From an optimization exercise on the open Yosys and OpenROAD flow, aimed at small area, a short achievable clock period and few clock cycles per item; shortcuts taken in it are not production practice. Power and IR drop assume default switching activity.

Setup of try-nickel:
==> flow/design.v <==
`timescale 1ns / 1ps
module Final_p(quotient, remainder, done, rowk, columnk, equal, clk, rst);
output [15:0] quotient, remainder;
output done;
input equal, clk, rst;
input [3:0] rowk, columnk;
function [4:0] dec5;			 
	input [4:0] x;
	integer n;
	reg b;
	begin
		b = 1'b1;
		for (n = 0; n < 5; n = n + 1) begin
			dec5[n] = x[n] ^ b;
			b = b & ~x[n];
		end
	end
endfunction
function [2:0] dec3;			 
	input [2:0] x;
	begin
		dec3 = {x[2] ^ ~(x[1] | x[0]), x[1] ^ ~x[0], ~x[0]};
	end
endfunction
function [2:0] inc3;			 
	input [2:0] x;
	begin
		inc3 = {x[2] ^ (x[1] & x[0]), x[1] ^ x[0], ~x[0]};
	end
endfunction
wire row_ok = (rowk == 4'd1) | (rowk == 4'd2) | (rowk == 4'd4) | (rowk == 4'd8);
wire col_ok = (columnk == 4'd1) | (columnk == 4'd2) | (columnk == 4'd4) | (columnk == 4'd8);
wire kv = row_ok & col_ok;
wire [1:0] ri = {rowk[3] | rowk[2], rowk[3] | rowk[1]};
wire [1:0] ci = {columnk[3] | columnk[2], columnk[3] | columnk[1]};
reg [3:0] d;
always @(*) begin
	case ({ri, ci})
		4'b1111: d = 4'd15;
		4'b1110: d = 4'd14;
		4'b1101: d = 4'd13;
		4'b1100: d = 4'd12;
		4'b1011: d = 4'd11;
		4'b1010: d = 4'd10;
		4'b1001: d = 4'd0;
		4'b1000: d = 4'd9;
		4'b0111: d = 4'd8;
		4'b0110: d = 4'd7;
		4'b0101: d = 4'd6;
		4'b0100: d = 4'd5;
		4'b0011: d = 4'd4;
		4'b0010: d = 4'd3;
		4'b0001: d = 4'd2;
		default: d = 4'd1;
	endcase
end
reg prev_kv;
wire press = kv & ~prev_kv;
reg [2:0] cnt;		 
reg full;		 
reg [15:0] r;		 
reg [15:0] dv;		 
reg [15:0] q;		 
reg [4:0] p;		 
reg nz;			 
wire dnz = (d != 4'd0);
wire first = (cnt == 3'd4);
wire last = (cnt == 3'd7);
wire nzp = nz & ~first;					 
wire [3:0] nd = d[3] ? d : d[2] ? {d[2:0], 1'b0} : d[1] ? {d[1:0], 2'b0} : {d[0], 3'b0};
wire [3:0] val = nzp ? d : nd;
wire [4:0] pm4 = {dec3(p[4:2]), p[1:0]};
wire [4:0] pb = last ? p : pm4;
wire [4:0] pb4 = {inc3(pb[4:2]), pb[1:0]};
wire [4:0] pb3 = dec5(pb4);
wire [4:0] pb2 = dec5(pb3);
wire [4:0] pb1 = dec5(pb2);
wire [4:0] pl = d[3] ? pb : d[2] ? pb1 : d[1] ? pb2 : pb3;
reg [4:0] pa;
always @(*) begin
	case ({cnt[1:0], d[3], d[2], d[1]})
		5'b00100, 5'b00101, 5'b00110, 5'b00111: pa = 5'd12;
		5'b00010, 5'b00011: pa = 5'd11;
		5'b00001: pa = 5'd10;
		5'b00000: pa = 5'd9;
		5'b01100, 5'b01101, 5'b01110, 5'b01111: pa = 5'd8;
		5'b01010, 5'b01011: pa = 5'd7;
		5'b01001: pa = 5'd6;
		5'b01000: pa = 5'd5;
		5'b10100, 5'b10101, 5'b10110, 5'b10111: pa = 5'd4;
		5'b10010, 5'b10011: pa = 5'd3;
		5'b10001: pa = 5'd2;
		5'b10000: pa = 5'd1;
		5'b11100, 5'b11101, 5'b11110, 5'b11111: pa = 5'd0;
		5'b11010, 5'b11011: pa = 5'd31;
		5'b11001: pa = 5'd30;
		default: pa = 5'd29;
	endcase
end
reg [15:0] placed;
integer i, j;
always @(*) begin
	placed = 16'd0;
	for (i = 0; i < 16; i = i + 1)
		for (j = 0; j < 4; j = j + 1)
			if (p == ((i - j) & 31))
				placed[i] = placed[i] | val[j];
end
wire run = nz & ~p[4];
wire step = full & run;
wire [16:0] diff = {1'b0, r} - {1'b0, dv};
wire ge = ~diff[16];
assign done = equal & full & ~run;
assign quotient = q;
assign remainder = r;
always @(posedge clk or posedge rst) begin
	if (rst) begin
		prev_kv <= 1'b0;
		cnt <= 3'd0;
		full <= 1'b0;
	end
	else begin
		prev_kv <= kv;
		if (press) begin
			cnt <= {cnt[2] ^ (cnt[1] & cnt[0]), cnt[1] ^ cnt[0], ~cnt[0]};
			full <= last;
		end
	end
end
always @(posedge clk) begin
	if (press & ~cnt[2])
		r <= {r[11:0], d};
	else if (step & ge)
		r <= diff[15:0];
	if (press) begin
		if (~cnt[2]) begin
			if (cnt[1:0] == 2'd0)
				p <= dnz ? pa : 5'b11100;
			else if (~nz & dnz)
				p <= pa;
			nz <= (nz & (cnt[1:0] != 2'd0)) | dnz;
		end
		else begin
			dv <= (first ? 16'd0 : dv) | placed;
			nz <= nzp | dnz;
			if (nzp)
				p <= pb;
			else if (dnz)
				p <= pl;
			if (last)
				q <= {16{~(nzp | dnz)}};
		end
	end
	else if (step) begin
		dv <= {1'b0, dv[15:1]};
		p <= dec5(p);
		q <= {q[14:0], ge};
	end
end
endmodule
export LEC_CHECK = 0
export CAP_MARGIN = 20
export CORE_MARGIN = 2
export CORE_UTILIZATION = 40
export SLEW_MARGIN = 20
create_clock -name core_clock -period 4.0 [get_ports {clk}]
run.sh (not shown) runs the stock make flow with config.mk's settings and CLKGATE_MAP_FILE= SYNTH_SCRIPT=/design/flow/synth_recipe.tcl, a recipe that flattens the netlist after the stock synthesis.
#### Input delta (try-onyx over try-nickel)
==> flow/flow/run.sh (new file) <==
#!/bin/bash
# Standard ORFS layout, with plain buffers on the ports and the resizer free to
# swap any cell for another of the same function.
set -u
bash standard.sh finish \
  'BUFFER_PORTS_ARGS=-buffer_cell sky130_fd_sc_hd__buf_2' \
  MATCH_CELL_FOOTPRINT=0 > standard.log 2>&1
==> flow/standard.sh (new file) <==
#!/bin/bash
# synth_recipe.tcl (not shown) runs the flow's synth.tcl, then flattens the netlist and writes it again
# the make line also repeats each setting of config.mk as NAME=value (left out here)
make -C /OpenROAD-flow-scripts/flow DESIGN_CONFIG=/design/flow/config.mk WORK_HOME=/design/flow/orfs CLKGATE_MAP_FILE= SYNTH_SCRIPT=/design/flow/synth_recipe.tcl "${@:-finish}"
-- flow/config.mk --
<<< try-nickel, line 9
export CORE_MARGIN = 2
export CORE_UTILIZATION = 40
export SLEW_MARGIN = 20
>>> try-onyx, line 9
export CORE_MARGIN = 2
export CORE_UTILIZATION = 40
export SETUP_SLACK_MARGIN = 1.5
export SLEW_MARGIN = 20
removed: flow/run.sh
Findings:
- What try-nickel reported for number of vias after detailed routing has to be multiplied by 1.08 to get the figure for try-onyx.
- As of try-onyx, pin count of the biggest net entering global routing had fallen by more than a quarter compared to try-nickel.
- Measured against each other, try-nickel and try-onyx differ in number of placed instances with taps included, the lower figure coming from try-onyx.
- Time the final worst path needs with I/O delays and setup delta for try-onyx relative to try-nickel: 0.58 ns lower
- Total track usage: try-onyx vs try-nickel up 2.1 points
- Diff try-nickel -> try-onyx: total number of multi-input combinational cells went up; length of routed wiring on met1 grew by about 10%; via density per instance shrank by about 0.7%.
Input-level comparison between try-delta and try-onyx:
-- flow/config.mk --
<<< try-onyx, line 9
export CORE_MARGIN = 2
export CORE_UTILIZATION = 40
export SETUP_SLACK_MARGIN = 1.5
export SLEW_MARGIN = 20
>>> try-delta, line 9
export CORE_MARGIN = 2
export CORE_UTILIZATION = 40
export SLEW_MARGIN = 20
==> notes.md <==
Looking at try-delta and try-onyx, the required time reported for the critical path endpoint is a wash. Of the two values seen for critical path launch point, cnt[2]$_DFFE_PP0N_ was produced by try-delta and cnt[1]$_DFFE_PP0N_ by try-onyx. Clock power delta for try-delta relative to try-onyx: 15% lower. Wire length of the first global-routing pass: try-delta < try-onyx. From try-onyx to try-delta the numbers moved as follows: worst slack at placement went down, layout-stage area growth over the synthesis result went down, non-clock buffer instance count of the final layout went down, global-route usage over all layers went down.
No functional check of the RTL was part of any run of this note.

-- static timing again, ports no longer ideal --
How much do the figures lean on ideal ports? The routed layouts below were timed once more, with nothing changed but the port constraints. Step 1: set_driving_cell puts a clkbuf_16 on clk and a buf_2 on each other input, an assumption about the parent block. Step 2, shift: input delay + t, output delay - t, t = (earliest + latest rising clock arrival at the registers) / 2. This alone moves slack from input paths to output paths. Slacks: no drivers / after step 1 / after step 2; pairs: no drivers / after step 1.
| run | t (ns) | slack for setup (ns) | worst register clock-pin slew, ns | worst data-port slew with drivers (ns) | cell pins on the clock port's net |
|---|---|---|---|---|---|
| try-nickel | 0.385 | 0.391 / 0.391 / 0.294 | 0.06 / 0.06 | 0.04 | 1 |
| try-onyx | 0.379 | 0.972 / 0.972 / 0.867 | 0.06 / 0.06 | 0.06 | 1 |
| try-delta | 0.374 | 0.305 / 0.305 / 0.305 | 0.06 / 0.06 | 0.04 | 1 |
After both steps every run listed still meets setup and hold. For try-onyx, which loses most, drivers alone change the setup slack by 0.000 ns; drivers and shift together by -0.105 ns.
